Context: an optimization exercise on an open-source flow, tuned for small area, a short achievable clock period and few clock cycles. The choices shown serve that exercise and are no tape-out recipe.
Function was checked by simulation only, so behaviour that the tests miss may differ from the original.

### flow/design.v
`timescale 1 ns / 100 ps
module hex2dec (
    input start,
    input [15:0] hex_data,
    output [7:0] ascii_data,
    output reg valid,
    output reg ready,
    input clk,
    input rstn
);
    reg [16:0] r;
    reg [3:0]  dig;
    reg [2:0]  ph;       
    wire accept = start & ready;
    function automatic ge(input [12:0] x, input [12:0] k);
        integer i;
        begin
            ge = 1'b1;
            for (i = 0; i < 13; i = i + 1)
                ge = k[i] ? (x[i] & ge) : (x[i] | ge);
        end
    endfunction
    wire [12:0] rh = r[16:4];
    wire [9:0] g;
    assign g[0] = 1'b1;
    genvar k;
    generate
        for (k = 1; k < 10; k = k + 1) begin : cmp
            assign g[k] = ge(rh, 625 * k);
        end
    endgenerate
    wire [9:0] oh = g & ~{1'b0, g[9:1]};     
    reg [3:0]  q;
    reg [11:0] c;        
    integer j;
    always @(*) begin
        q = 4'd0;
        c = 12'd0;
        for (j = 1; j < 10; j = j + 1) begin
            q = q | ({4{oh[j]}} & j[3:0]);
            c = c | ({12{oh[j]}} & 12'((j * 3125) % 4096));
        end
    end
    wire [16:0] t = {r[15:0], 1'b0} + {r[13:0], 3'b000};    
    wire [16:0] r_next = {t[16:5] - c, t[4:0]};
    always @(posedge clk)
        r <= accept ? {1'b0, hex_data} : r_next;
    always @(posedge clk)
        dig <= q;
    always @(posedge clk or negedge rstn)
        if (!rstn) begin
            ph <= 3'd7;
            valid <= 1'b0;
            ready <= 1'b0;
        end else begin
            valid <= (ph != 3'd7);
            if (accept)
                ph <= 3'd0;
            else if (ph == 3'd4)
                ph <= 3'd7;
            else if (ph != 3'd7)
                ph <= ph + 3'd1;
            ready <= ~accept & (ph == 3'd3 || ph == 3'd4 || ph == 3'd7);
        end
    assign ascii_data = {4'h3, dig};
endmodule
### flow/flow/run.sh
#!/bin/bash
# Own layout flow: the standard synthesis, then its combinational logic mapped
# again by ABC for area (flip-flops kept as the standard synthesis made them:
# same instances, names and cells), then the standard flow from floorplan on.
set -euo pipefail
W=$(pwd)
R=$W/orfs/results/$FLOW_PLATFORM/hex2dec/base
L=$W/orfs/logs/$FLOW_PLATFORM/hex2dec/base
LIB=$FLOW_HOME/platforms/$FLOW_PLATFORM/lib/sky130_fd_sc_hd__tt_025C_1v80.lib
YOSYS=yosys
[[ -x $FLOW_HOME/../tools/install/yosys/bin/yosys ]] && YOSYS=$FLOW_HOME/../tools/install/yosys/bin/yosys
# ABC script for the second mapping: delay-targeted mapping with gate sizing
ABC_ARGS="-script $W/flow/abc.script"

bash standard.sh synth > $W/log_standard_synth.txt 2>&1
cp $R/1_2_yosys.v $W/standard_1_2_yosys.v

$YOSYS -q -l $W/log_cells.txt -p "read_liberty -ignore_miss_func $LIB; write_verilog -noattr $W/cells_all.v" > /dev/null
python3 $W/flow/comb_cells.py $W/cells_all.v $W/cells_comb.v

DU=$(grep -o -- "-dont_use [^ ]*" $L/1_2_yosys.log | sort -u | tr '\n' ' ')
cat > $W/resynth.ys <<EOY
read_liberty -lib $LIB
read_verilog $W/standard_1_2_yosys.v
hierarchy -top $FLOW_TOP
techmap -map $W/cells_comb.v
techmap
opt -fast
opt -purge
abc $ABC_ARGS -liberty $LIB $DU
opt_clean -purge
hilomap -singleton -hicell sky130_fd_sc_hd__conb_1 HI -locell sky130_fd_sc_hd__conb_1 LO
insbuf -buf sky130_fd_sc_hd__buf_4 A X
opt_clean -purge
stat -liberty $LIB
check -assert -mapped
write_verilog -noattr -nohex -nodec $W/resynth.v
EOY
$YOSYS -l $W/log_resynth.txt $W/resynth.ys > /dev/null
cp $W/resynth.v $R/1_2_yosys.v
rm -f $R/1_synth.odb
bash standard.sh "BUFFER_PORTS_ARGS=-buffer_cell sky130_fd_sc_hd__buf_1" finish > $W/log_standard_finish.txt 2>&1
### flow/flow/abc.script
strash
balance
rewrite
refactor
balance
rewrite
rewrite -z
balance
refactor -z
rewrite -z
balance
balance
rewrite
refactor
balance
rewrite
rewrite -z
balance
refactor -z
rewrite -z
balance
dch -f
map -D 2200
buffer
upsize -D 2200
dnsize -D 2200
### flow/flow/comb_cells.py
# Keep the combinational cells from Yosys's functional models of the
# library (read_liberty output): no flip-flops, latches, tie or tristate cells.
import re, sys
src = open(sys.argv[1]).read()
out = []
for body, name in re.findall(r'(module (\S+?)\(.*?endmodule)', src, re.S):
    if 'always' in body or ' reg ' in body or 'conb' in name or "'z" in body or 'bz' in body:
        continue
    if 'assign' not in body:
        continue
    out.append(body)
open(sys.argv[2], 'w').write('\n\n'.join(out) + '\n')
### flow/standard.sh
#!/bin/bash
# synth_recipe.tcl (not shown) runs the flow's synth.tcl, then flattens the netlist and writes it again
# the make line also repeats each setting of config.mk as NAME=value (left out here)
make -C /OpenROAD-flow-scripts/flow DESIGN_CONFIG=/design/flow/config.mk WORK_HOME=/design/flow/orfs CLKGATE_MAP_FILE= SYNTH_SCRIPT=/design/flow/synth_recipe.tcl "${@:-finish}"
### flow/config.mk
export PLATFORM = sky130hd
export DESIGN_NAME = hex2dec
export DESIGN_NICKNAME = hex2dec
export VERILOG_FILES = /design/flow/design.v
export SDC_FILE = /design/flow/constraint.sdc
export NUM_CORES = 4
export LEC_CHECK = 0
export CAP_MARGIN = 20
export CORE_MARGIN = 2
export CORE_UTILIZATION = 40
export SLEW_MARGIN = 20
### flow/constraint.sdc
create_clock -name core_clock -period 6.0 [get_ports {clk}]
set_input_delay 1.2000 -clock core_clock [delete_from_list [all_inputs] [get_ports {clk}]]
set_output_delay 1.2000 -clock core_clock [all_outputs]
set_load 0.01 [all_outputs]
==> flow_summary.yaml, run 1 <==
clocking:
  tritoncts: "done"
  post_cts_resized: 0
  post_cts_buffers: 0
  htreeDepth: 1
  ctsHoldBuffers: 0
  cts_num_sinks: 26
  clock_latency_ps: 270
  clk_pin_slew_ps: 90
  cts.path.max_buffers: 2
  clock_tree.root_cell: "clkbuf_8"
  cts_buffers: 3
worst_setup_path:
  cp_common_cell: "nor2_1"
  required_ps: 6150
  slowest_stage: "dfxtp_1"
  critPathKind: "reg2reg"
  path_max_fanout: 5
  crit_path_start_kind: "register"
  critPathTopFamily: "simple AND/OR/NAND/NOR gates"
  critPathArrivalTime_ps: 3470
  end_kind: "register"
  crit_chain: "inv_1 > nor2_1 > o211ai_1 > a21oi_1 > a311oi_1 > nor2_1 > nand2_1 > nor2_1 > nor2_1 > nand2_1 > nand2_1 > nor2_1 > nor2_1 > nor2_1 > inv_1 > a21oi_1 > nor2_1 > o211ai_1 > nand3_1 > nand2_1 > o21ai_0"
  crit_buf_inv: 2
  reg2reg_slack_ps: 2680
  slowest_delay_ps: 420
placed_design:
  place_hpwl_microns: 3920
  io_buffers: 24
  place_worst_setup_slack_ps: 2780
  place_area_sq_um: 2120
  place_congestion: 0.910
sta:
  grt_setup_unrepaired: "false"
  max_freq_ghz: 0.301
  fin_worst_skew_ps: 2.69
  layout_min_cycle_time_ps: 3320
  finalCritPeriodShare_pct: 55.3
  slew_headroom_pct: 60.3
  finalHoldViolCount: 0
  worst_slack_ps: 2680
  holdWs_ps: 481
  setup_viol: 0
  finalMaxSlewViolations: 0
  worst_pin_slew_ps: 595
  setup_tns_ps: 0
global_routing:
  grt_pass1_vias: 1922
  use_met2_pct: 31.8
  track_usage_pct: 19.8
  grtUsageMet1_pct: 27.7
  antenna_found_initial: 0
  grt_max_degree: 22
  grt_first_pass_wirelength_microns: 8490
  grt-ovfl-total: 0
  top_usage_layer: "met2"
  use_met3_pct: 2.17
detailed_routing:
  routed_wl_microns: 4870
  drc: 0
  drtAntennaViolNets: 0
  first_iter_violations: 160
  drtPass1Iterations: 6
  vias_per_cell: 4.90
  detail_route.wl_per_cell_microns: 11.6
  vias: 2058
yosys:
  ys_warn_count: 1
  synthCells: 330
  synth_area_sq_um: 1980
  synth_area_per_cell_sq_um: 5.99
floorplanning:
  core-area_sq_um: 4750
  boundaryPins: 29
  dieWidth_microns: 74.3
  initial_core_util_pct: 41.6
  die_h_microns: 74.3
  rows: 25
  die_area_sq_um: 5520
final_layout:
  finalInstanceArea_sq_um: 2170
  area_growth_syn_to_layout_pct: 9.81
  layout_common_cells: "89 x nand2_1, 59 x nor2_1, 37 x inv_1"
  fin_nets: 373
  layout_commonest_cell: "nand2_1"
  num-fill-cells: 521
  drive_gt1_share_pct: 4.25
  antenna_cells: 0
job:
  max_cap_viol_count: 0
status:
  outcome: "timing/DRC/antenna clean"
hold_path:
  hp-class: "reg2reg"
## worst min-delay path, cell delays in order, from the launching register on
cell     delay [ps]
dfxtp_1         340
nand2_1          70
nand2_1          40
## registers in the layout, indices dropped and copies added, names as in the netlist
signal and cells:
r 17, dig 4, ph 3, ready 1, valid 1
## final cells by class
| cell class | instances | area [sq um] | share of cell area [%] |
|---|---|---|---|
| Inverter | 37 | 139 | 6.40 |
| Multi-Input combinational cell | 262 | 1250 | 57.8 |
| Timing Repair Buffer | 24 | 90.1 | 4.15 |
| Clock buffer | 4 | 55.1 | 2.54 |
| Sequential cell | 26 | 549 | 25.3 |
| Tap cell | 67 | 83.8 | 3.86 |
## metrics by stage
stage               instances  utilization, %
detailed placement        416            44.5
global route              420            45.7
floorplan                 332               -
finish                    420            45.7
CTS                       420            45.7
global placement          416            44.5
## path summary, 6_finish.rpt
check / startpoint / endpoint / depth (start not counted)
min reg2reg: r[0] / r[1] / 2
max reg2reg: r[9] / r[13] / 21
max in group asynchronous: rstn / ph[0] / 1
max: r[9] / r[13] / 21
min: r[0] / r[1] / 2
min in group asynchronous: rstn / ready / 1
## per-layer routing
| layer | vias to the layer above | routed length, microns |
|---|---|---|
| met1 | 882 | 2360 |
| met5 | - | 0 |
| met3 | 10 | 337 |
| li1 | 1100 | - |
| met4 | 0 | 97 |
| met2 | 66 | 2080 |
Testbench counts, summed over its fixed seeds: cycles 1,936.
==> run 2: changes to the inputs <==
--- a/flow/flow/abc.script
+++ b/flow/flow/abc.script
@@ -21,6 +21,6 @@
 balance
 dch -f
-map -D 2200
+map -D 1600
 buffer
-upsize -D 2200
-dnsize -D 2200
+upsize -D 1600
+dnsize -D 1600
==> flow_summary.yaml, run 2 <==
yosys:
  synthCells: 373
  ys_warn_count: 1
  synth_area_per_cell_sq_um: 6.64
  synth_area_sq_um: 2480
placed_design:
  dp.cells: 468
  place_worst_setup_slack_ps: 3090
  place_area_sq_um: 2630
  place_hpwl_microns: 5340
  place_congestion: 0.953
  io_buffers: 24
sta:
  setup_tns_ps: 0
  finalHoldViolCount: 0
  holdWs_ps: 474
  worst_slack_ps: 3070
  fin_worst_skew_ps: 9.68
  layout_min_cycle_time_ps: 2930
  grt_setup_unrepaired: "false"
  setup_viol: 0
  finalMaxSlewViolations: 0
  finalCritPeriodShare_pct: 48.8
  max_freq_ghz: 0.341
  worst_pin_slew_ps: 623
  slew_headroom_pct: 58.4
floorplanning:
  dieWidth_microns: 82.7
  boundaryPins: 29
  core-area_sq_um: 5960
  initial_core_util_pct: 41.6
  rows: 28
  die_area_sq_um: 6840
  die_h_microns: 82.7
worst_setup_path:
  worstReg2RegStart: "r[12]"
  crit_chain: "nand2_1 > nor3_1 > o21ai_2 > nand2_1 > nand2_2 > nand4_2 > nand3_2 > nand4_2 > nand3_1 > a21oi_2 > o21bai_2 > nand3_2 > nand2_1 > o21ai_0"
  crit_path_end: "r[13]"
  critPathTopFamily: "simple AND/OR/NAND/NOR gates"
  path_depth: 14
  path_max_fanout: 7
  worstReg2RegEnd: "r[13]"
  critPathKind: "reg2reg"
  slowest_delay_ps: 670
  crit_path_start_kind: "register"
  reg2reg_slack_ps: 3070
  critPathArrivalTime_ps: 3100
  crit_buf_inv: 0
  reg2regPathDepth: 14
  cp_common_cell: "nand2_1"
  slowest_stage: "dfxtp_1"
  required_ps: 6170
  end_kind: "register"
  crit_start: "r[12]"
clocking:
  cts_buffers: 3
  tritoncts: "done"
  htreeDepth: 1
  ctsHoldBuffers: 0
  cts.path.max_buffers: 2
  clk_pin_slew_ps: 110
  post_cts_resized: 0
  cts_num_sinks: 26
  post_cts_buffers: 0
  clock_latency_ps: 280
  clock_tree.root_cell: "clkbuf_8"
final_layout:
  largest_register_ffs: 17
  fin_nets: 417
  area_growth_syn_to_layout_pct: 9.04
  antenna_cells: 0
  layout_commonest_cell: "nand2_1"
  num-fill-cells: 635
  regMostFlops: "r"
  top_regs: "r (17), dig (4), ph (3)"
  final_cells: 472
  layout_common_cells: "95 x nand2_1, 35 x nor2_1, 34 x inv_1"
  drive_gt1_share_pct: 17.1
  finalInstanceArea_sq_um: 2700
detailed_routing:
  drc: 0
  vias: 2547
  drtPass1Iterations: 4
  vias_per_cell: 5.40
  drtAntennaViolNets: 0
  detail_route.wl_per_cell_microns: 13.8
  routed_wl_microns: 6510
  first_iter_violations: 173
global_routing:
  track_usage_pct: 20.5
  grt_first_pass_wirelength_microns: 10900
  grt-ovfl-total: 0
  grt_max_degree: 20
  grt_pass1_vias: 2290
  antenna_found_initial: 0
hold_path:
  hp-class: "reg2reg"
status:
  outcome: "timing/DRC/antenna clean"
job:
  max_cap_viol_count: 0
==> run 2: worst min-delay path by stage <==
stage | startpoint | to | slack (ps) | cells past startpoint
after floorplan | ph[2] | valid | 440 | 1
after global placement | ph[2] | valid | 450 | 1
after detailed placement | ph[2] | valid | 450 | 1
after CTS | ph[2] | valid | 470 | 1
after global routing | ph[2] | valid | 480 | 1
final | ph[2] | valid | 470 | 1
==> run 2: area by class of cell <==
type | instances | area, sq um | share of cell area [%]
timing repair buffer | 24 | 90.1 | 3.33
inverter | 41 | 159 | 5.88
tap | 75 | 93.8 | 3.47
clock inverter | 1 | 30.0 | 1.11
multi-input combinational | 302 | 1740 | 64.3
sequential | 26 | 549 | 20.3
clock buffer | 3 | 41.3 | 1.53
==> run 2: metal layers <==
| layer | vias to the layer above | global-route usage [%] | routed length [microns] |
|---|---|---|---|
| li1 | 1315 | - | - |
| met1 | 1129 | 29.0 | 3150 |
| met2 | 93 | 32.8 | 2950 |
| met3 | 10 | 2.93 | 315 |
| met4 | 0 | 4.59 | 94 |
| met5 | - | 0 | 0 |
==> run 2: metrics by stage <==
step | util [%]
floorplan | -
global placement | 44.2
detailed placement | 44.2
CTS | 45.4
global route | 45.4
finish | 45.4
==> run 3: changes to the inputs <==
--- a/flow/flow/abc.script
+++ b/flow/flow/abc.script
@@ -21,6 +21,6 @@
 balance
 dch -f
-map -D 1600
+map -D 1800
 buffer
-upsize -D 1600
-dnsize -D 1600
+upsize -D 1800
+dnsize -D 1800
--- a/flow/config.mk
+++ b/flow/config.mk
@@ -9,3 +9,4 @@
 export CORE_MARGIN = 2
 export CORE_UTILIZATION = 40
+export GPL_TIMING_DRIVEN = 0
 export SLEW_MARGIN = 20
==> flow_summary.yaml, run 3 <==
worst_setup_path:
  required_ps: 6180
  crit_path_start_kind: "register"
  reg2reg_slack_ps: 3000
  slowest_stage: "a2111oi_0"
  slowest_delay_ps: 510
  critPathArrivalTime_ps: 3180
  cp_common_cell: "nand3_1"
  end_kind: "register"
  reg2regPathDepth: 16
  critPathKind: "reg2reg"
  crit_chain: "nand2_1 > nor2_1 > a2111oi_0 > nor2_1 > nand3_1 > nand3_2 > nand3_2 > nand4_1 > nand3_1 > a21oi_2 > o21bai_2 > nand4_2 > nand3_1 > nand3_1 > nand2_1 > nor2_1"
  path_max_fanout: 6
final_layout:
  layout_commonest_cell: "nand2_1"
  antenna_cells: 0
  top_regs: "r (17), dig (4), ph (3)"
  layout_common_cells: "102 x nand2_1, 49 x nor2_1, 40 x inv_1"
  largest_register_ffs: 17
  finalInstanceArea_sq_um: 2370
  area_growth_syn_to_layout_pct: 12.1
  fin_util_pct: 46.4
  fin_nets: 400
  drive_gt1_share_pct: 8.42
  regMostFlops: "r"
floorplanning:
  rows: 26
  die_h_microns: 76.7
  initial_core_util_pct: 41.4
  core-area_sq_um: 5110
  boundaryPins: 29
  dieWidth_microns: 76.7
  die_area_sq_um: 5890
detailed_routing:
  drtPass1Iterations: 5
  routed_wl_microns: 5610
  vias: 2276
  drtAntennaViolNets: 0
  drc: 0
  first_iter_violations: 200
  vias_per_cell: 5.06
  detail_route.wl_per_cell_microns: 12.5
status:
  outcome: "timing/DRC/antenna clean"
yosys:
  ys_warn_count: 1
  synth_area_per_cell_sq_um: 6.05
  synthCells: 350
  synth_area_sq_um: 2120
sta:
  slew_headroom_pct: 62.5
  setup_viol: 0
  setup_tns_ps: 0
  finalHoldViolCount: 0
  max_freq_ghz: 0.333
  layout_min_cycle_time_ps: 3000
  fin_worst_skew_ps: 6.50
  finalCritPeriodShare_pct: 50.0
  finalMaxSlewViolations: 0
  worst_slack_ps: 3000
  worst_pin_slew_ps: 548
  grt_setup_unrepaired: "false"
clocking:
  cts.path.max_buffers: 2
  ctsHoldBuffers: 0
  post_cts_buffers: 0
  clk_pin_slew_ps: 100
  clock_latency_ps: 280
  cts_buffers: 3
  post_cts_resized: 0
  tritoncts: "done"
  cts_num_sinks: 26
  clock_tree.root_cell: "clkbuf_8"
  htreeDepth: 1
placed_design:
  place_area_sq_um: 2300
  place_hpwl_microns: 4650
  place_congestion: 0.907
  io_buffers: 24
  place_worst_setup_slack_ps: 3060
global_routing:
  grt_pass1_vias: 2082
  grt-ovfl-total: 0
  antenna_found_initial: 0
  grt_first_pass_wirelength_microns: 9490
  grt_max_degree: 16
  track_usage_pct: 19.7
hold_path:
  hold_depth: 1
  hp-class: "reg2reg"
job:
  max_cap_viol_count: 0
[run 3: worst max-delay path: cells and delay by family, from the launching register on]
kind,cells,cell delay (ps)
AOI/OAI and AO/OA,3,760
DFF,1,410
and+or+nand+nor,13,1730
[run 3: per-stage QoR]
step                      instances  hold WS [ps]
final                           450           486
after global routing            450           500
after CTS                       450           484
after detailed placement        446           454
after global placement          446           464
after floorplan                 352           438
[run 3: metal layers]
| layer | global-route usage [%] | vias up | part of all wire, % |
|---|---|---|---|
| li1 | - | 1209 | - |
| met1 | 27.3 | 1010 | 50 |
| met2 | 32.9 | 50 | 45 |
| met3 | 1.88 | 7 | 4.1 |
| met4 | 4.91 | 0 | 1.1 |
| met5 | 0 | - | 0 |
[run 3: path summary, 6_finish.rpt]
path	start	endpoint
worst max-delay path	r[8]	r[16]
worst min-delay path	ph[2]	valid
worst max register to register	r[8]	r[16]
worst min register to register	ph[2]	valid
max in group asynchronous	rstn	ph[0]
min in group asynchronous	rstn	ready
[run 3: area by class of cell]
type	instances	area [sq um]
inverter	43	161
multi-input combinational	277	1370
clock buffer	3	41.3
tap	70	87.6
sequential	26	549
timing repair buffer	24	90.1
clock inverter	1	30.0
fill	561	2740
buffer	6	38.8
==> run 4: changes to the inputs <==
--- a/flow/config.mk
+++ b/flow/config.mk
@@ -8,5 +8,4 @@
 export CAP_MARGIN = 20
 export CORE_MARGIN = 2
-export CORE_UTILIZATION = 40
-export GPL_TIMING_DRIVEN = 0
+export CORE_UTILIZATION = 50
 export SLEW_MARGIN = 20
==> flow_summary.yaml, run 4 <==
status:
  outcome: "timing/DRC/antenna clean"
clocking:
  post_cts_resized: 0
  clock_latency_ps: 280
  tritoncts: "done"
  clk_pin_slew_ps: 90
  ctsHoldBuffers: 0
  cts_buffers: 3
  post_cts_buffers: 0
  htreeDepth: 1
  cts_num_sinks: 26
  cts.path.max_buffers: 2
  clock_tree.root_cell: "clkbuf_8"
detailed_routing:
  routed_wl_microns: 5430
  vias: 2311
  detail_route.wl_per_cell_microns: 12.8
  drtPass1Iterations: 5
  vias_per_cell: 5.45
  first_iter_violations: 139
  drtAntennaViolNets: 0
  drc: 0
final_layout:
  num-fill-cells: 427
  layout_commonest_cell: "nand2_1"
  fin_util_pct: 56.9
  drive_gt1_share_pct: 7.22
  fin_nets: 394
  final_cells: 424
  largest_register_ffs: 17
  finalInstanceArea_sq_um: 2290
  layout_common_cells: "102 x nand2_1, 49 x nor2_1, 40 x inv_1"
  top_regs: "r (17), dig (4), ph (3)"
  antenna_cells: 0
  seqCellArea_sq_um: 549
  multiInputGateArea_sq_um: 1370
  area_growth_syn_to_layout_pct: 8.34
  regMostFlops: "r"
worst_setup_path:
  slowest_delay_ps: 480
  cp_common_cell: "nand3_1"
  critPathKind: "reg2reg"
  reg2regPathDepth: 16
  crit_chain: "nand2_1 > nor2_1 > a2111oi_0 > nor2_1 > nand3_1 > nand3_2 > nand3_2 > nand4_1 > nand3_1 > a21oi_2 > o21bai_2 > nand4_2 > nand3_1 > nand3_1 > nand2_1 > nor2_1"
  worstReg2RegEnd: "r[16]"
  critPathArrivalTime_ps: 3090
  path_max_fanout: 6
  worstReg2RegStart: "r[8]"
  crit_start: "r[8]"
  end_kind: "register"
  slowest_stage: "a2111oi_0"
  crit_path_start_kind: "register"
  required_ps: 6170
  reg2reg_slack_ps: 3080
sta:
  finalHoldViolCount: 0
  worst_pin_slew_ps: 600
  holdWs_ps: 471
  max_freq_ghz: 0.343
  setup_viol: 0
  fin_worst_skew_ps: 7.75
  layout_min_cycle_time_ps: 2920
  finalCritPeriodShare_pct: 48.6
  grt_setup_unrepaired: "false"
  worst_slack_ps: 3080
  finalMaxSlewViolations: 0
  setup_tns_ps: 0
  slew_headroom_pct: 59.9
global_routing:
  grt-ovfl-total: 0
  grt_first_pass_wirelength_microns: 9500
  track_usage_pct: 24.1
  grt_max_degree: 19
  grt_pass1_vias: 2159
  antenna_found_initial: 0
yosys:
  synth_area_sq_um: 2120
  ys_warn_count: 1
  synth_area_per_cell_sq_um: 6.05
  synthCells: 350
placed_design:
  place_area_sq_um: 2240
  io_buffers: 24
  dp.cells: 420
  place_worst_setup_slack_ps: 3100
  place_congestion: 0.956
  place_hpwl_microns: 4440
floorplanning:
  dieWidth_microns: 69.1
  initial_core_util_pct: 52.5
  rows: 23
  die_area_sq_um: 4770
  core-area_sq_um: 4030
  boundaryPins: 29
  die_h_microns: 69.1
hold_path:
  hp-class: "reg2reg"
  hold_depth: 1
  min_to: "valid"
  min_from: "ph[2]"
job:
  max_cap_viol_count: 0
[run 4: changes by cell type in the layout (fill, tap and decap cells not counted), sizes merged]
cell    change
buf         -5
bufinv      -1
[run 4: final cells by class]
cell class	instances	share of cell area [%]
multi-input combinational	277	59.9
sequential	26	24.0
clock buffer	4	2.40
timing repair buffer	24	3.93
inverter	43	7.04
tap	50	2.73
[run 4: worst max path at each step]
stage                        to  slack (ps)  cells past startpoint
after global placement    ready        3100                      5
after global routing      r[16]        2810                     18
final                     r[16]        3080                     16
after detailed placement  ready        3100                      5
after floorplan           r[16]        3610                     15
after CTS                 r[15]        3140                     16
[run 4: worst max-delay path, delay by kind of cell, from the launching register on]
family	cells	cell delay [ps]
AOI/OAI and AO/OA	3	730
and+or+nand+nor	13	1670
DFF	1	410
[run 4: routing by layer]
layer	share of wire, %	vias up	routed length [microns]	track usage [%]
li1	-	1197	-	-
met1	51	1029	2770	34.6
met2	42	76	2300	37.5
met3	4.9	9	267	2.34
met4	1.8	0	99	8.50
met5	0	-	0	0
==> run 5: changes to the inputs <==
--- a/flow/config.mk
+++ b/flow/config.mk
@@ -8,4 +8,6 @@
 export CAP_MARGIN = 20
 export CORE_MARGIN = 2
-export CORE_UTILIZATION = 50
+export CORE_UTILIZATION = 40
+export CTS_CLUSTER_DIAMETER = 100
+export CTS_CLUSTER_SIZE = 30
 export SLEW_MARGIN = 20
==> flow_summary.yaml, run 5 <==
placed_design:
  place_worst_setup_slack_ps: 3060
  dp.cells: 440
  place_area_sq_um: 2260
  io_buffers: 24
  place_hpwl_microns: 4520
  place_congestion: 0.900
final_layout:
  layout_commonest_cell: "nand2_1"
  final_cells: 444
  largest_register_ffs: 17
  area_growth_syn_to_layout_pct: 9.52
  fin_nets: 394
  fin_util_pct: 45.4
  top_regs: "r (17), dig (4), ph (3)"
  finalInstanceArea_sq_um: 2320
  antenna_cells: 0
  drive_gt1_share_pct: 7.22
  regMostFlops: "r"
  layout_common_cells: "102 x nand2_1, 49 x nor2_1, 40 x inv_1"
clocking:
  clock_latency_ps: 280
  clk_pin_slew_ps: 90
  htreeDepth: 1
  post_cts_buffers: 0
  cts_buffers: 3
  cts_num_sinks: 26
  post_cts_resized: 0
  tritoncts: "done"
  cts.path.max_buffers: 2
  clock_tree.root_cell: "clkbuf_8"
  ctsHoldBuffers: 0
status:
  outcome: "timing/DRC/antenna clean"
worst_setup_path:
  end_kind: "register"
  crit_chain: "nand2_1 > nor2_1 > o2111ai_1 > a21oi_1 > inv_1 > and3_4 > nand3_2 > nand3_2 > nand4_1 > nand3_1 > a21oi_2 > o21bai_2 > nand4_2 > nand2_1 > a21oi_1 > a21oi_1"
  crit_path_start_kind: "register"
  slowest_stage: "dfxtp_1"
  path_max_fanout: 6
  required_ps: 6160
  critPathTopFamily: "simple AND/OR/NAND/NOR gates"
  critPathArrivalTime_ps: 3070
  crit_buf_inv: 1
  critPathKind: "reg2reg"
  cp_common_cell: "a21oi_1"
  slowest_delay_ps: 490
sta:
  max_freq_ghz: 0.344
  fin_worst_skew_ps: 9.07
  finalMaxSlewViolations: 0
  slew_headroom_pct: 59.5
  finalHoldViolCount: 0
  grt_setup_unrepaired: "false"
  setup_tns_ps: 0
  finalCritPeriodShare_pct: 48.5
  holdWs_ps: 488
  worst_pin_slew_ps: 606
  worst_slack_ps: 3090
  layout_min_cycle_time_ps: 2910
  setup_viol: 0
yosys:
  synthCells: 350
  synth_area_sq_um: 2120
  ys_warn_count: 1
  synth_area_per_cell_sq_um: 6.05
global_routing:
  grt_max_degree: 19
  track_usage_pct: 19.1
  grt_pass1_vias: 2069
  antenna_found_initial: 0
  grt_first_pass_wirelength_microns: 9160
  grt-ovfl-total: 0
detailed_routing:
  drtPass1Iterations: 4
  drtAntennaViolNets: 0
  vias: 2261
  routed_wl_microns: 5490
  first_iter_violations: 165
  vias_per_cell: 5.09
  drc: 0
  detail_route.wl_per_cell_microns: 12.4
floorplanning:
  rows: 26
  boundaryPins: 29
  die_area_sq_um: 5890
  initial_core_util_pct: 41.4
  die_h_microns: 76.7
  core-area_sq_um: 5110
  dieWidth_microns: 76.7
hold_path:
  hp-class: "reg2reg"
job:
  max_cap_viol_count: 0
-- run 5: cell counts in the layout (fill, tap and decap cells not counted) --
No cell type changed its count.
-- run 5: layout make-up --
type	count	area, sq um
Multi-Input combinational cell	277	1370
Timing Repair Buffer	24	90.1
Clock buffer	4	55.1
Fill cell	556	2790
Tap cell	70	87.6
Inverter	43	161
Sequential cell	26	549
-- run 5: worst reg2reg max path, stage by stage (launching register included) --
cell and delay [ps]:
dfxtp_1 490, nand2_1 150, nor2_1 180, o2111ai_1 140, a21oi_1 290, inv_1 130
and3_4 210, nand3_2 140, nand3_2 100, nand4_1 120, nand3_1 130, a21oi_2 240
o21bai_2 90, nand4_2 100, nand2_1 90, a21oi_1 130, a21oi_1 80
-- run 5: layer usage --
layer	vias to the layer above	GRT usage, %	routed length [microns]
met4	0	4.91	26
met1	1007	27.6	2720
li1	1196	-	-
met3	2	2.35	302
met2	56	30.0	2440
met5	-	0	0
-- run 5: final timing paths --
path	start	to	slack, ps	cells after the start
setup / recovery	r[12]	r[15]	3090	16
hold reg to reg	ph[2]	valid	490	1
setup reg to reg	r[12]	r[15]	3090	16
min in group asynchronous	rstn	valid	750	1
hold / removal	ph[2]	valid	490	1
max in group asynchronous	rstn	ph[0]	4990	1
==> run 6: changes to the inputs <==
--- a/flow/config.mk
+++ b/flow/config.mk
@@ -9,5 +9,4 @@
 export CORE_MARGIN = 2
 export CORE_UTILIZATION = 40
-export CTS_CLUSTER_DIAMETER = 100
-export CTS_CLUSTER_SIZE = 30
+export SETUP_SLACK_MARGIN = 3.2
 export SLEW_MARGIN = 20
==> flow_summary.yaml, run 6 <==
status:
  outcome: "timing/DRC/antenna clean"
sta:
  fin_worst_skew_ps: 4.55
  setup_tns_ps: 0
  worst_pin_slew_ps: 670
  max_freq_ghz: 0.374
  finalMaxSlewViolations: 0
  finalHoldViolCount: 0
  grt_setup_unrepaired: "false"
  layout_min_cycle_time_ps: 2670
  slew_headroom_pct: 55.3
  setup_viol: 0
  holdWs_ps: 478
  finalCritPeriodShare_pct: 44.6
yosys:
  ys_warn_count: 1
  synthCells: 350
  synth_area_sq_um: 2120
  synth_area_per_cell_sq_um: 6.05
detailed_routing:
  routed_wl_microns: 6010
  drc: 0
  drtPass1Iterations: 4
  vias_per_cell: 5.24
  first_iter_violations: 135
  vias: 2374
  drtAntennaViolNets: 0
  detail_route.wl_per_cell_microns: 13.3
worst_setup_path:
  crit_path_start_kind: "register"
  path_max_fanout: 7
  end_kind: "register"
  critPathArrivalTime_ps: 2870
  reg2reg_slack_ps: 3330
  critPathKind: "reg2reg"
  worstReg2RegStart: "r[11]"
  reg2regPathDepth: 16
  crit_start: "r[11]"
  crit_path_end: "r[14]"
  worstReg2RegEnd: "r[14]"
  required_ps: 6190
floorplanning:
  dieWidth_microns: 76.7
  rows: 26
  die_area_sq_um: 5890
  boundaryPins: 29
  initial_core_util_pct: 41.4
  die_h_microns: 76.7
  core-area_sq_um: 5110
final_layout:
  top_regs: "r (17), dig (4), ph (3)"
  final_cells: 453
  drive_gt1_share_pct: 20.6
  layout_commonest_cell: "nand2_1"
  antenna_cells: 0
  fin_util_pct: 50.3
  layout_common_cells: "98 x nand2_1, 40 x nor2_1, 39 x inv_1"
  area_growth_syn_to_layout_pct: 21.5
  num-fill-cells: 539
  regMostFlops: "r"
  fin_nets: 403
  largest_register_ffs: 17
clocking:
  cts.path.max_buffers: 2
  clock_tree.root_cell: "clkbuf_8"
  cts_num_sinks: 26
  clock_latency_ps: 280
  clk_pin_slew_ps: 100
  tritoncts: "done"
  cts_buffers: 3
  htreeDepth: 1
global_routing:
  grt_max_degree: 19
  grt-ovfl-total: 0
  track_usage_pct: 19.2
  grt_first_pass_wirelength_microns: 9220
  grt_pass1_vias: 2089
  antenna_found_initial: 0
placed_design:
  io_buffers: 24
  dp.cells: 440
  place_congestion: 0.900
  place_hpwl_microns: 4520
hold_path:
  hp-class: "reg2reg"
job:
  max_cap_viol_count: 0
==> run 6: changes by cell type in the layout (fill, tap and decap cells not counted), moves of 4 or more <==
| cell | previous run | this run |
|---|---|---|
| nand2_2 | 1 | 5 |
| nand3_1 | 26 | 20 |
| dfxtp_2 | 0 | 8 |
| nand2_1 | 102 | 98 |
| dfxtp_1 | 21 | 7 |
| buf_4 | 0 | 9 |
| nor2_2 | 1 | 8 |
| nor2_1 | 49 | 40 |
| dfxtp_4 | 0 | 6 |
| nand3_2 | 2 | 7 |
==> run 6: worst max-delay path, cell delays in order, from the launching register on <==
cell and delay, ps:
dfxtp_1 400, inv_2 120, nor2_2 170, o21ai_2 80, a31o_2 280, nand2_2 100
and3_4 220, nand3_4 120, nand3_2 110, nand4_1 170, nor2_2 150, nand2_1 70
nand3_1 120, nand4_1 110, nand3_1 120, nand3_1 80, a31oi_1 160
==> run 6: metrics by stage <==
stage / setup slack [ps] / instance area (sq um)
2_1_floorplan: 3610 / 2120
3_3_place_gp: 3110 / 2260
3_5_place_dp: 3060 / 2260
4_1_cts: 3200 / 2330
5_1_grt: 3150 / 2570
6_report: 3330 / 2570
==> run 6: area by class of cell <==
type                    count  area [sq um]  area share, %
flip-flops and latches     26           582           22.6
repair buffers             33           158           6.13
multi-input cells         277          1520           59.3
well taps                  70          87.6           3.41
clock buffers               4          55.1           2.14
inverters                  43           165           6.42
==> run 6: repair_timing <==
item,CTS,global route
pin swaps,0,11
endpoints found under the setup margin,3,10
hold buffers,0,0
gates resized for setup,5,55
buffers inserted,0,9
==> run 6: how the worst min path moves through the flow <==
stage / from / depth (start not counted) / slack [ps] / to
detailed placement: ph[2] / 1 / 470 / valid
global route: ph[2] / 1 / 500 / valid
finish: r[1] / 2 / 480 / r[2]
global placement: ph[2] / 1 / 470 / valid
floorplan: ph[2] / 1 / 440 / valid
CTS: ph[2] / 1 / 490 / valid
==> run 6: metal layers <==
metal	global-route usage (%)	up-vias	wire length [microns]
met3	2.35	6	344
met2	30.3	62	2740
met4	5.09	0	49
li1	-	1218	-
met5	0	-	0
met1	27.7	1088	2870
==> run 7: changes to the inputs <==
--- a/flow/config.mk
+++ b/flow/config.mk
@@ -9,4 +9,4 @@
 export CORE_MARGIN = 2
 export CORE_UTILIZATION = 40
-export SETUP_SLACK_MARGIN = 3.2
+export SETUP_SLACK_MARGIN = 3.3
 export SLEW_MARGIN = 20
==> flow_summary.yaml, run 7 <==
clocking:
  clock_tree.root_cell: "clkbuf_8"
  clock_latency_ps: 280
  cts_num_sinks: 26
  tritoncts: "done"
  cts.path.max_buffers: 2
  clk_pin_slew_ps: 90
  cts_buffers: 3
  htreeDepth: 1
worst_setup_path:
  critPathKind: "reg2reg"
  crit_start: "r[12]"
  critPathArrivalTime_ps: 2890
  end_kind: "register"
  path_max_fanout: 6
  crit_path_start_kind: "register"
  worstReg2RegStart: "r[12]"
  required_ps: 6190
floorplanning:
  core-area_sq_um: 5110
  die_area_sq_um: 5890
  dieWidth_microns: 76.7
  rows: 26
  initial_core_util_pct: 41.4
  boundaryPins: 29
  die_h_microns: 76.7
yosys:
  ys_warn_count: 1
  synthCells: 350
  synth_area_per_cell_sq_um: 6.05
  synth_area_sq_um: 2120
job:
  max_cap_viol_count: 0
final_layout:
  drive_gt1_share_pct: 21.7
  area_growth_syn_to_layout_pct: 23.1
  fin_nets: 403
  top_regs: "r (17), dig (4), ph (3)"
  fin_util_pct: 51.0
  layout_common_cells: "97 x nand2_1, 40 x nor2_1, 38 x inv_1"
  layout_commonest_cell: "nand2_1"
  regMostFlops: "r"
  antenna_cells: 0
  largest_register_ffs: 17
sta:
  finalHoldViolCount: 0
  slew_headroom_pct: 56.2
  layout_min_cycle_time_ps: 2700
  finalCritPeriodShare_pct: 45.0
  finalMaxSlewViolations: 0
  grt_setup_unrepaired: "true"
  max_freq_ghz: 0.370
  setup_viol: 0
  worst_pin_slew_ps: 650
  fin_worst_skew_ps: 5.67
  worst_slack_ps: 3300
  setup_tns_ps: 0
global_routing:
  grt_pass1_vias: 2119
  grt_first_pass_wirelength_microns: 9440
  grt_max_degree: 19
  grt-ovfl-total: 0
  track_usage_pct: 19.6
  antenna_found_initial: 0
placed_design:
  place_hpwl_microns: 4520
  place_worst_setup_slack_ps: 3060
  place_congestion: 0.900
  io_buffers: 24
hold_path:
  min_from: "r[1]"
  hp-class: "reg2reg"
detailed_routing:
  routed_wl_microns: 6050
  first_iter_violations: 154
  drtAntennaViolNets: 0
  drtPass1Iterations: 5
  detail_route.wl_per_cell_microns: 13.3
  vias: 2402
  vias_per_cell: 5.30
  drc: 0
status:
  outcome: "timing/DRC/antenna clean"
==> run 7: cell types whose count changed in the layout (fill, tap and decap cells not counted), moves of 2 or more <==
cell | before | now
nand3_1 | 20 | 18
nand3_2 | 7 | 9
o21ai_0 | 12 | 10
nor2_4 | 3 | 5
nor2_2 | 8 | 6
o21ai_1 | 4 | 6
==> run 7: worst max-delay path: stages (launching register included) <==
cell and delay [ps]:
dfxtp_4 380, nor2_2 190, inv_1 100, o21ai_1 230, nand2_1 160, nand2_1 110, nand3_2 90, or2_4 260
nand3_2 70, nand4_1 170, nor2_2 150, nand2_1 80, nand3_2 90, nand4_1 100, nand3_1 140, nand3_1 90
a31oi_1 200
==> run 7: repair_timing <==
item	CTS	global route
resized for setup	18	52
pin swaps	2	18
hold buffers	0	0
setup endpoints to repair	4	14
setup buffers	1	8
==> run 7: routing by layer <==
metal	GRT usage, %	vias up	part of all wire (%)
met2	31.3	78	45
li1	-	1220	-
met1	28.0	1091	49
met4	4.91	0	1.7
met3	2.35	13	4.9
met5	0	-	0
==> run 7: layout make-up <==
cell class	count	area [sq um]
inverter	43	168
tap	70	87.6
fill	541	2500
sequential	26	582
multi-input combinational	277	1560
clock buffer	4	55.1
timing repair buffer	33	158
==> run 7: final timing paths <==
kind / end / cells after the start / slack, ps
setup / recovery: r[14] / 16 / 3300
hold / removal: r[2] / 2 / 480
setup reg to reg: r[14] / 16 / 3300
hold reg to reg: r[2] / 2 / 480
max in group asynchronous: ph[0] / 1 / 4980
min in group asynchronous: valid / 1 / 750
==> run 7: stage by stage <==
stage	hold slack, ps	cell area [sq um]	cells
floorplan	438	2120	352
global placement	472	2260	440
detailed placement	472	2260	440
CTS	488	2370	445
global route	504	2610	453
finish	477	2610	453
==> run 8: changes to the inputs <==
--- a/flow/config.mk
+++ b/flow/config.mk
@@ -9,4 +9,3 @@
 export CORE_MARGIN = 2
 export CORE_UTILIZATION = 40
-export SETUP_SLACK_MARGIN = 3.3
 export SLEW_MARGIN = 20
==> flow_summary.yaml, run 8 <==
detailed_routing:
  detail_route.wl_per_cell_microns: 12.4
  routed_wl_microns: 5490
  top_layer: "met4"
  route.met2.wl_microns: 2440
  drtPass1Iterations: 4
  drc: 0
  drtAntennaViolNets: 0
  vias_per_cell: 5.09
  vias: 2261
  wl_met3_microns: 302
  first_iter_violations: 165
  met1_length_microns: 2720
final_layout:
  top_regs: "r (17), dig (4), ph (3)"
  fin_nets: 394
  layout_common_cells: "102 x nand2_1, 49 x nor2_1, 40 x inv_1"
  drive_gt1_share_pct: 7.22
  antenna_cells: 0
  area_growth_syn_to_layout_pct: 9.52
  layout_commonest_cell: "nand2_1"
  regMostFlops: "r"
  final_cells: 444
  largest_register_ffs: 17
clocking:
  clock_latency_ps: 280
  ctsHoldBuffers: 0
  post_cts_resized: 0
  cts_num_sinks: 26
  htreeDepth: 1
  clk_pin_slew_ps: 90
  cts.path.max_buffers: 2
  post_cts_buffers: 0
  tritoncts: "done"
  clock_tree.root_cell: "clkbuf_8"
  cts_buffers: 3
floorplanning:
  dieWidth_microns: 76.7
  rows: 26
  core-area_sq_um: 5110
  die_area_sq_um: 5890
  initial_core_util_pct: 41.4
  die_h_microns: 76.7
  boundaryPins: 29
worst_setup_path:
  end_kind: "register"
  required_ps: 6160
  reg2regPathDepth: 16
  crit_path_start_kind: "register"
  critPathArrivalTime_ps: 3070
  critPathKind: "reg2reg"
  path_max_fanout: 6
  worstReg2RegStart: "r[12]"
  crit_start: "r[12]"
sta:
  fin_worst_skew_ps: 9.07
  layout_min_cycle_time_ps: 2910
  setup_tns_ps: 0
  finalHoldViolCount: 0
  finalCritPeriodShare_pct: 48.5
  worst_pin_slew_ps: 606
  setup_viol: 0
  max_freq_ghz: 0.344
  slew_headroom_pct: 59.5
  finalMaxSlewViolations: 0
  grt_setup_unrepaired: "false"
  worst_slack_ps: 3090
hold_path:
  min_from: "ph[2]"
  hp-class: "reg2reg"
  hold_depth: 1
placed_design:
  io_buffers: 24
  dp.cells: 440
  place_hpwl_microns: 4520
  place_congestion: 0.900
  place_worst_setup_slack_ps: 3060
job:
  max_cap_viol_count: 0
global_routing:
  track_usage_pct: 19.1
  grt_pass1_vias: 2069
  antenna_found_initial: 0
  grt-ovfl-total: 0
  grt_max_degree: 19
  grt_first_pass_wirelength_microns: 9160
yosys:
  synthCells: 350
  synth_area_per_cell_sq_um: 6.05
  ys_warn_count: 1
  synth_area_sq_um: 2120
status:
  outcome: "timing/DRC/antenna clean"
## run 8: changes by cell type in the layout (fill, tap and decap cells not counted), moves of 4 or more
cell     delta
buf_4       -9
dfxtp_4     -6
nor2_4      -4
nor2_2      -5
o21ai_1     -4
o21ai_0     +5
dfxtp_2     -8
nand2_2     -5
nand2_1     +5
nand3_2     -7
nor2_1      +9
dfxtp_1    +14
nand3_1     +8
## run 8: cell type report
class,instances,area [sq um]
Tap cell,70,87.6
Fill cell,556,2790
Inverter,43,161
Multi-Input combinational cell,277,1370
Sequential cell,26,549
Timing Repair Buffer,24,90.1
Clock buffer,4,55.1
## run 8: per-layer routing
layer / up-vias / global-route usage [%]
met5: - / 0
met4: 0 / 4.91
met3: 2 / 2.35
met2: 56 / 30.0
met1: 1007 / 27.6
li1: 1196 / -
## run 8: stage by stage
stage	cell area, sq um	utilization, %	hold WS (ps)
2_1_floorplan	2120	-	438
3_3_place_gp	2260	44.3	472
3_5_place_dp	2260	44.3	472
4_1_cts	2320	45.4	494
5_1_grt	2320	45.4	504
6_report	2320	45.4	488
## run 8: final timing paths
kind	end	slack (ps)
worst max-delay path	r[15]	3090
worst min-delay path	valid	490
worst max register to register	r[15]	3090
worst min register to register	valid	490
max in group asynchronous	ph[0]	4990
min in group asynchronous	valid	750
## run 8: worst max-delay path, cell delays in order (launching register included)
cell and delay (ps):
dfxtp_1 490, nand2_1 150, nor2_1 180, o2111ai_1 140, a21oi_1 290, inv_1 130, and3_4 210, nand3_2 140
nand3_2 100, nand4_1 120, nand3_1 130, a21oi_2 240, o21bai_2 90, nand4_2 100, nand2_1 90, a21oi_1 130
a21oi_1 80
==> run 9: changes to the inputs <==
--- a/flow/config.mk
+++ b/flow/config.mk
@@ -9,3 +9,4 @@
 export CORE_MARGIN = 2
 export CORE_UTILIZATION = 40
+export SETUP_SLACK_MARGIN = 3.0
 export SLEW_MARGIN = 20
==> flow_summary.yaml, run 9 <==
sta:
  worst_slack_ps: 3230
  setup_tns_ps: 0
  max_freq_ghz: 0.361
  setup_viol: 0
  finalMaxSlewViolations: 0
  grt_setup_unrepaired: "true"
  layout_min_cycle_time_ps: 2770
  fin_worst_skew_ps: 9.98
  slew_headroom_pct: 59.1
  finalCritPeriodShare_pct: 46.2
  finalHoldViolCount: 0
  worst_pin_slew_ps: 611
final_layout:
  finalInstanceArea_sq_um: 2370
  drive_gt1_share_pct: 12.6
  fin_nets: 394
  largest_register_ffs: 17
  top_regs: "r (17), dig (4), ph (3)"
  fin_util_pct: 46.5
  layout_commonest_cell: "nand2_1"
  area_growth_syn_to_layout_pct: 12.2
  num-fill-cells: 552
  antenna_cells: 0
  layout_common_cells: "102 x nand2_1, 46 x nor2_1, 40 x inv_1"
  regMostFlops: "r"
worst_setup_path:
  end_kind: "register"
  reg2reg_slack_ps: 3230
  required_ps: 6180
  slowest_stage: "dfxtp_2"
  crit_path_start_kind: "register"
  critPathKind: "reg2reg"
  critPathArrivalTime_ps: 2960
  slowest_delay_ps: 410
  path_max_fanout: 6
  crit_chain: "nand2_1 > nor2_1 > o21ai_1 > a31o_2 > nand2_1 > and3_4 > nand3_2 > nand3_2 > nand4_1 > nor2_2 > nand2_1 > nand3_1 > nand4_1 > nand3_1 > nand3_1 > a31oi_1"
detailed_routing:
  drc: 0
  vias: 2282
  routed_wl_microns: 5670
  drtAntennaViolNets: 0
  detail_route.wl_per_cell_microns: 12.8
  drtPass1Iterations: 4
  first_iter_violations: 174
  vias_per_cell: 5.14
placed_design:
  io_buffers: 24
  place_worst_setup_slack_ps: 3060
  place_area_sq_um: 2260
  place_congestion: 0.900
  place_hpwl_microns: 4520
clocking:
  cts_num_sinks: 26
  clk_pin_slew_ps: 100
  post_cts_buffers: 0
  htreeDepth: 1
  clock_tree.root_cell: "clkbuf_8"
  cts_buffers: 3
  tritoncts: "done"
  clock_latency_ps: 280
  cts.path.max_buffers: 2
global_routing:
  grt_max_degree: 19
  grt_pass1_vias: 2069
  track_usage_pct: 19.1
  grt_first_pass_wirelength_microns: 9160
  grt-ovfl-total: 0
  antenna_found_initial: 0
yosys:
  synth_area_per_cell_sq_um: 6.05
  synthCells: 350
  synth_area_sq_um: 2120
  ys_warn_count: 1
hold_path:
  hp-class: "reg2reg"
floorplanning:
  core-area_sq_um: 5110
  die_area_sq_um: 5890
  boundaryPins: 29
  rows: 26
  die_h_microns: 76.7
  dieWidth_microns: 76.7
  initial_core_util_pct: 41.4
status:
  outcome: "timing/DRC/antenna clean"
job:
  max_cap_viol_count: 0
==> run 9: cell types whose count changed in the layout (fill, tap and decap cells not counted), moves of 2 or more <==
cell / previous run / this run
a31oi_1: 7 / 5
a31oi_2: 0 / 2
dfxtp_2: 0 / 12
dfxtp_1: 21 / 9
nor2_1: 49 / 46
nor2_2: 1 / 4
==> run 9: per-layer routing <==
metal	global-route usage (%)	part of all wire (%)
met1	27.6	50
met2	30.0	44
met3	2.35	4.4
met4	4.91	1.6
met5	0	0
==> run 9: layout make-up <==
type | instances | area (sq um) | share of cell area, %
Timing Repair Buffer | 24 | 90.1 | 3.79
Multi-Input combinational cell | 277 | 1420 | 59.6
Clock buffer | 4 | 55.1 | 2.32
Tap cell | 70 | 87.6 | 3.69
Sequential cell | 26 | 564 | 23.8
Inverter | 43 | 161 | 6.80
==> run 9: worst max-delay path: cells and delay by family (launching register included) <==
kind,cells,cell delay [ps]
and+or+nand+nor,13,1740
AOI/OAI and AO/OA,3,520
DFF,1,410
==> run 9: stage by stage <==
| step | hold WS [ps] | cells |
|---|---|---|
| floorplan | 438 | 352 |
| global placement | 472 | 440 |
| detailed placement | 472 | 440 |
| CTS | 494 | 444 |
| global route | 504 | 444 |
| finish | 480 | 444 |
==> run 9: what timing repair did <==
action	4_1_cts	5_1_grt
resized for setup	0	22
hold buffers	0	0
endpoints found under the setup margin	0	5
endpoints found under the hold margin	0	0
==> run 9: final timing paths <==
| path | from | cells past startpoint | to |
|---|---|---|---|
| min in group asynchronous | rstn | 1 | valid |
| setup reg to reg | r[12] | 16 | r[14] |
| setup / recovery | r[12] | 16 | r[14] |
| hold reg to reg | r[1] | 2 | r[2] |
| hold / removal | r[1] | 2 | r[2] |
| max in group asynchronous | rstn | 1 | ph[0] |
==> run 10: changes to the inputs <==
--- a/flow/config.mk
+++ b/flow/config.mk
@@ -9,4 +9,4 @@
 export CORE_MARGIN = 2
 export CORE_UTILIZATION = 40
-export SETUP_SLACK_MARGIN = 3.0
+export SETUP_SLACK_MARGIN = 3.1
 export SLEW_MARGIN = 20
==> flow_summary.yaml, run 10 <==
detailed_routing:
  vias: 2318
  drtPass1Iterations: 4
  detail_route.wl_per_cell_microns: 12.8
  drtAntennaViolNets: 0
  vias_per_cell: 5.19
  drc: 0
  first_iter_violations: 174
  routed_wl_microns: 5730
sta:
  fin_worst_skew_ps: 9.81
  finalHoldViolCount: 0
  holdWs_ps: 485
  finalMaxSlewViolations: 0
  setup_viol: 0
  grt_setup_unrepaired: "false"
  finalCritPeriodShare_pct: 45.1
  max_freq_ghz: 0.369
  layout_min_cycle_time_ps: 2710
  setup_tns_ps: 0
  slew_headroom_pct: 59.5
  worst_pin_slew_ps: 607
clocking:
  tritoncts: "done"
  clock_latency_ps: 280
  htreeDepth: 1
  cts_num_sinks: 26
  cts.path.max_buffers: 2
  clock_tree.root_cell: "clkbuf_8"
  cts_buffers: 3
  clk_pin_slew_ps: 100
status:
  outcome: "timing/DRC/antenna clean"
final_layout:
  final_cells: 447
  largest_register_ffs: 17
  layout_common_cells: "99 x nand2_1, 43 x nor2_1, 40 x inv_1"
  finalInstanceArea_sq_um: 2450
  regMostFlops: "r"
  area_growth_syn_to_layout_pct: 16.0
  antenna_cells: 0
  top_regs: "r (17), dig (4), ph (3)"
  drive_gt1_share_pct: 15.9
  fin_nets: 397
  num-fill-cells: 544
  layout_commonest_cell: "nand2_1"
floorplanning:
  core-area_sq_um: 5110
  rows: 26
  die_area_sq_um: 5890
  die_h_microns: 76.7
  boundaryPins: 29
  initial_core_util_pct: 41.4
  dieWidth_microns: 76.7
placed_design:
  place_area_sq_um: 2260
  dp.cells: 440
  io_buffers: 24
  place_hpwl_microns: 4520
  place_congestion: 0.900
global_routing:
  grt-ovfl-total: 0
  grt_first_pass_wirelength_microns: 9160
  grt_pass1_vias: 2069
  grt_max_degree: 19
  track_usage_pct: 19.1
  antenna_found_initial: 0
job:
  max_cap_viol_count: 0
yosys:
  ys_warn_count: 1
  synth_area_sq_um: 2120
  synthCells: 350
  synth_area_per_cell_sq_um: 6.05
worst_setup_path:
  critPathArrivalTime_ps: 2870
  critPathKind: "reg2reg"
  required_ps: 6160
  crit_path_start_kind: "register"
  path_max_fanout: 5
  end_kind: "register"
hold_path:
  hp-class: "reg2reg"
## run 10: changes by cell type in the layout (fill, tap and decap cells not counted), sizes merged
cell / previous run / this run
buf: 24 / 27
## run 10: what timing repair did
item | in CTS | in global routing
hold buffers | 0 | 0
endpoints found under the setup margin | 0 | 6
setup buffers | 0 | 3
resized for setup | 0 | 41
endpoints found under the hold margin | 0 | 0
## run 10: critical path, stage by stage, from the launching register on
cell      delay, ps
dfxtp_2         420
inv_1            70
o211ai_1        190
nand3_1         120
a31oi_2         200
nor2_1          130
a22oi_2         270
nand3_1         140
a21o_1          210
o211a_1         160
a21oi_4         190
o21bai_2         90
nand4_2         110
nand2_2          70
a21oi_1         120
a21oi_1          80
## run 10: cell type report
type / instances / area [sq um] / share of cell area [%]
clock buffers: 4 / 55.1 / 2.24
inverters: 43 / 161 / 6.58
multi-input cells: 277 / 1460 / 59.7
flip-flops and latches: 26 / 573 / 23.4
well taps: 70 / 87.6 / 3.57
repair buffers: 27 / 113 / 4.59
## run 10: final timing paths
check | start | to | slack [ps] | depth (start not counted)
max | r[4] | r[15] | 3290 | 15
min | r[1] | r[2] | 490 | 2
max reg2reg | r[4] | r[15] | 3290 | 15
min reg2reg | r[1] | r[2] | 490 | 2
max in group asynchronous | rstn | ph[0] | 4990 | 1
min in group asynchronous | rstn | valid | 750 | 1
## run 10: per-layer routing
metal	vias up	part of all wire (%)	routed length (microns)	global-route usage (%)
met5	-	0	0	0
met4	0	1.2	68	4.91
met3	8	7.0	402	2.35
met2	74	44	2540	30.0
met1	1033	47	2720	27.6
li1	1203	-	-	-
## run 10: through the flow
step | setup slack [ps] | utilization (%)
3_5_place_dp | 3060 | 44.3
2_1_floorplan | 3610 | -
5_1_grt | 3090 | 48.0
4_1_cts | 3120 | 45.4
6_report | 3290 | 48.0
3_3_place_gp | 3110 | 44.3
==> run 11: changes to the inputs <==
--- a/flow/flow/abc.script
+++ b/flow/flow/abc.script
@@ -22,5 +22,2 @@
 dch -f
 map -D 1800
-buffer
-upsize -D 1800
-dnsize -D 1800
==> flow_summary.yaml, run 11 <==
worst_setup_path:
  worstReg2RegStart: "r[6]"
  path_max_fanout: 5
  end_kind: "register"
  critPathKind: "reg2reg"
  required_ps: 6170
  critPathArrivalTime_ps: 3090
  crit_chain: "clkinvlp_4 > o211ai_1 > nand3_1 > a31oi_4 > nor2_4 > a22oi_2 > nand3b_1 > nand4_1 > nand3_2 > a21oi_4 > o21bai_1 > nand4_1 > nand2_1 > a21oi_1 > a21oi_1"
  crit_start: "r[6]"
  path_depth: 15
  slowest_stage: "dfxtp_4"
  worstReg2RegEnd: "r[15]"
  critPathTopFamily: "compound AO/OA/AOI/OAI gates"
  reg2regPathDepth: 15
  crit_buf_inv: 1
  reg2reg_slack_ps: 3080
  slowest_delay_ps: 410
  crit_path_start_kind: "register"
detailed_routing:
  routed_wl_microns: 5940
  vias_per_cell: 5.28
  drc: 0
  vias: 2393
  drtAntennaViolNets: 0
  first_iter_violations: 229
  drtPass1Iterations: 5
  detail_route.wl_per_cell_microns: 13.1
floorplanning:
  initial_core_util_pct: 40.8
  die_h_microns: 75.5
  core-area_sq_um: 5010
  dieWidth_microns: 75.5
  die_area_sq_um: 5700
  boundaryPins: 29
  rows: 26
clocking:
  ctsHoldBuffers: 0
  clk_pin_slew_ps: 100
  cts.path.max_buffers: 2
  clock_latency_ps: 280
  clock_tree.root_cell: "clkbuf_8"
  cts_buffers: 3
  cts_num_sinks: 26
  tritoncts: "done"
  htreeDepth: 1
final_layout:
  top_regs: "r (17), dig (4), ph (3)"
  final_cells: 453
  regMostFlops: "r"
  area_growth_syn_to_layout_pct: 25.1
  fin_nets: 403
  num-fill-cells: 536
  layout_commonest_cell: "nand2_1"
  antenna_cells: 0
  fin_util_pct: 51.1
  largest_register_ffs: 17
  drive_gt1_share_pct: 21.1
  layout_common_cells: "98 x nand2_1, 42 x nor2_1, 36 x clkinv_1"
sta:
  grt_setup_unrepaired: "true"
  setup_tns_ps: 0
  finalCritPeriodShare_pct: 48.6
  layout_min_cycle_time_ps: 2920
  max_freq_ghz: 0.343
  finalHoldViolCount: 0
  finalMaxSlewViolations: 0
  setup_viol: 0
  holdWs_ps: 470
  worst_pin_slew_ps: 619
  worst_slack_ps: 3080
  fin_worst_skew_ps: 11.6
  slew_headroom_pct: 58.7
hold_path:
  min_to: "r[2]"
  min_from: "r[1]"
  hold_depth: 2
  hp-class: "reg2reg"
placed_design:
  place_hpwl_microns: 4420
  io_buffers: 24
  dp.cells: 440
  place_worst_setup_slack_ps: 2890
  place_congestion: 0.904
yosys:
  synth_area_per_cell_sq_um: 5.88
  synthCells: 348
  synth_area_sq_um: 2050
  ys_warn_count: 1
global_routing:
  grt_pass1_vias: 2060
  antenna_found_initial: 0
  grt_max_degree: 19
  grt_first_pass_wirelength_microns: 8920
  track_usage_pct: 20.1
  grt-ovfl-total: 0
job:
  max_cap_viol_count: 0
status:
  outcome: "timing/DRC/antenna clean"
-- run 11: through the flow --
step | instance area (sq um)
2_1_floorplan | 2050
3_3_place_gp | 2200
3_5_place_dp | 2200
4_1_cts | 2290
5_1_grt | 2560
6_report | 2560
-- run 11: timing repair --
| action | in CTS | in global routing |
|---|---|---|
| resized for setup | 22 | 60 |
| pin swaps | 2 | 29 |
| endpoints found under the setup margin | 4 | 5 |
| buffers inserted | 0 | 9 |
-- run 11: how the worst max path moves through the flow --
stage                       end  slack, ps
after CTS                 r[15]       3100
after global placement    r[15]       2940
after global routing      r[16]       2900
final                     r[15]       3080
after floorplan           r[16]       3410
after detailed placement  r[15]       2890
-- run 11: routing by layer --
layer / GRT usage (%) / wire length [microns]
met2: 32.3 / 2770
met4: 6.04 / 165
met1: 28.8 / 2710
met3: 1.72 / 298
met5: 0 / 0
-- run 11: tightest hold or removal path, cell delays in order, from the launching register on --
cell and delay [ps]:
dfxtp_1 330, nand2_1 60, nand2_1 40
-- run 11: final cells by class --
cell class	count	area, sq um	share of cell area, %
well taps	70	87.6	3.42
repair buffers	33	158	6.16
multi-input cells	277	1520	59.2
flip-flops and latches	26	582	22.7
clock buffers	4	45.0	1.76
inverters	43	173	6.74

## what the ideal ports hide
No port has a modelled driver above. Below, the same layouts with a new extraction and two added sets of constraints.
Step 1 sets driving cells, clkbuf_16 on the clock port and buf_2 on the other inputs (assumed; they add their load-dependent delay and slew).
Step 2 also shifts input and output timing later by t, the mid clock arrival at the registers, as if the neighbouring blocks saw the same clock.
a / b / c = ideal ports / drivers / drivers and shift; a / b = the first two.
run	t, ns	setup WS [ns]	hold slack, ns	worst setup path at the end	worst register clock-pin slew, ns
run 1	0.291	2.681 / 2.681 / 2.681	0.481 / 0.481 / 0.481	register to register	0.09 / 0.09
run 2	0.296	3.071 / 3.071 / 3.071	0.474 / 0.474 / 0.474	register to register	0.11 / 0.11
run 3	0.304	3.001 / 3.001 / 3.001	0.486 / 0.486 / 0.486	register to register	0.10 / 0.10
run 4	0.300	3.083 / 3.083 / 3.083	0.471 / 0.471 / 0.471	register to register	0.09 / 0.09
run 5	0.299	3.089 / 3.089 / 3.089	0.488 / 0.488 / 0.488	register to register	0.10 / 0.10
run 6	0.303	3.325 / 3.325 / 3.218	0.478 / 0.478 / 0.478	input to register	0.10 / 0.10
run 7	0.302	3.300 / 3.300 / 3.300	0.477 / 0.477 / 0.477	register to register	0.09 / 0.09
run 8	0.299	3.089 / 3.089 / 3.089	0.488 / 0.488 / 0.488	register to register	0.10 / 0.10
run 9	0.298	3.228 / 3.228 / 3.122	0.480 / 0.480 / 0.480	input to register	0.10 / 0.10
run 10	0.301	3.292 / 3.292 / 3.119	0.485 / 0.485 / 0.485	input to register	0.10 / 0.10
run 11	0.295	3.082 / 3.082 / 3.082	0.470 / 0.470 / 0.470	register to register	0.10 / 0.10
After both steps every run listed still meets setup and hold. For run 10, which loses most, drivers alone change the setup slack by 0.000 ns; drivers and shift together by -0.173 ns.
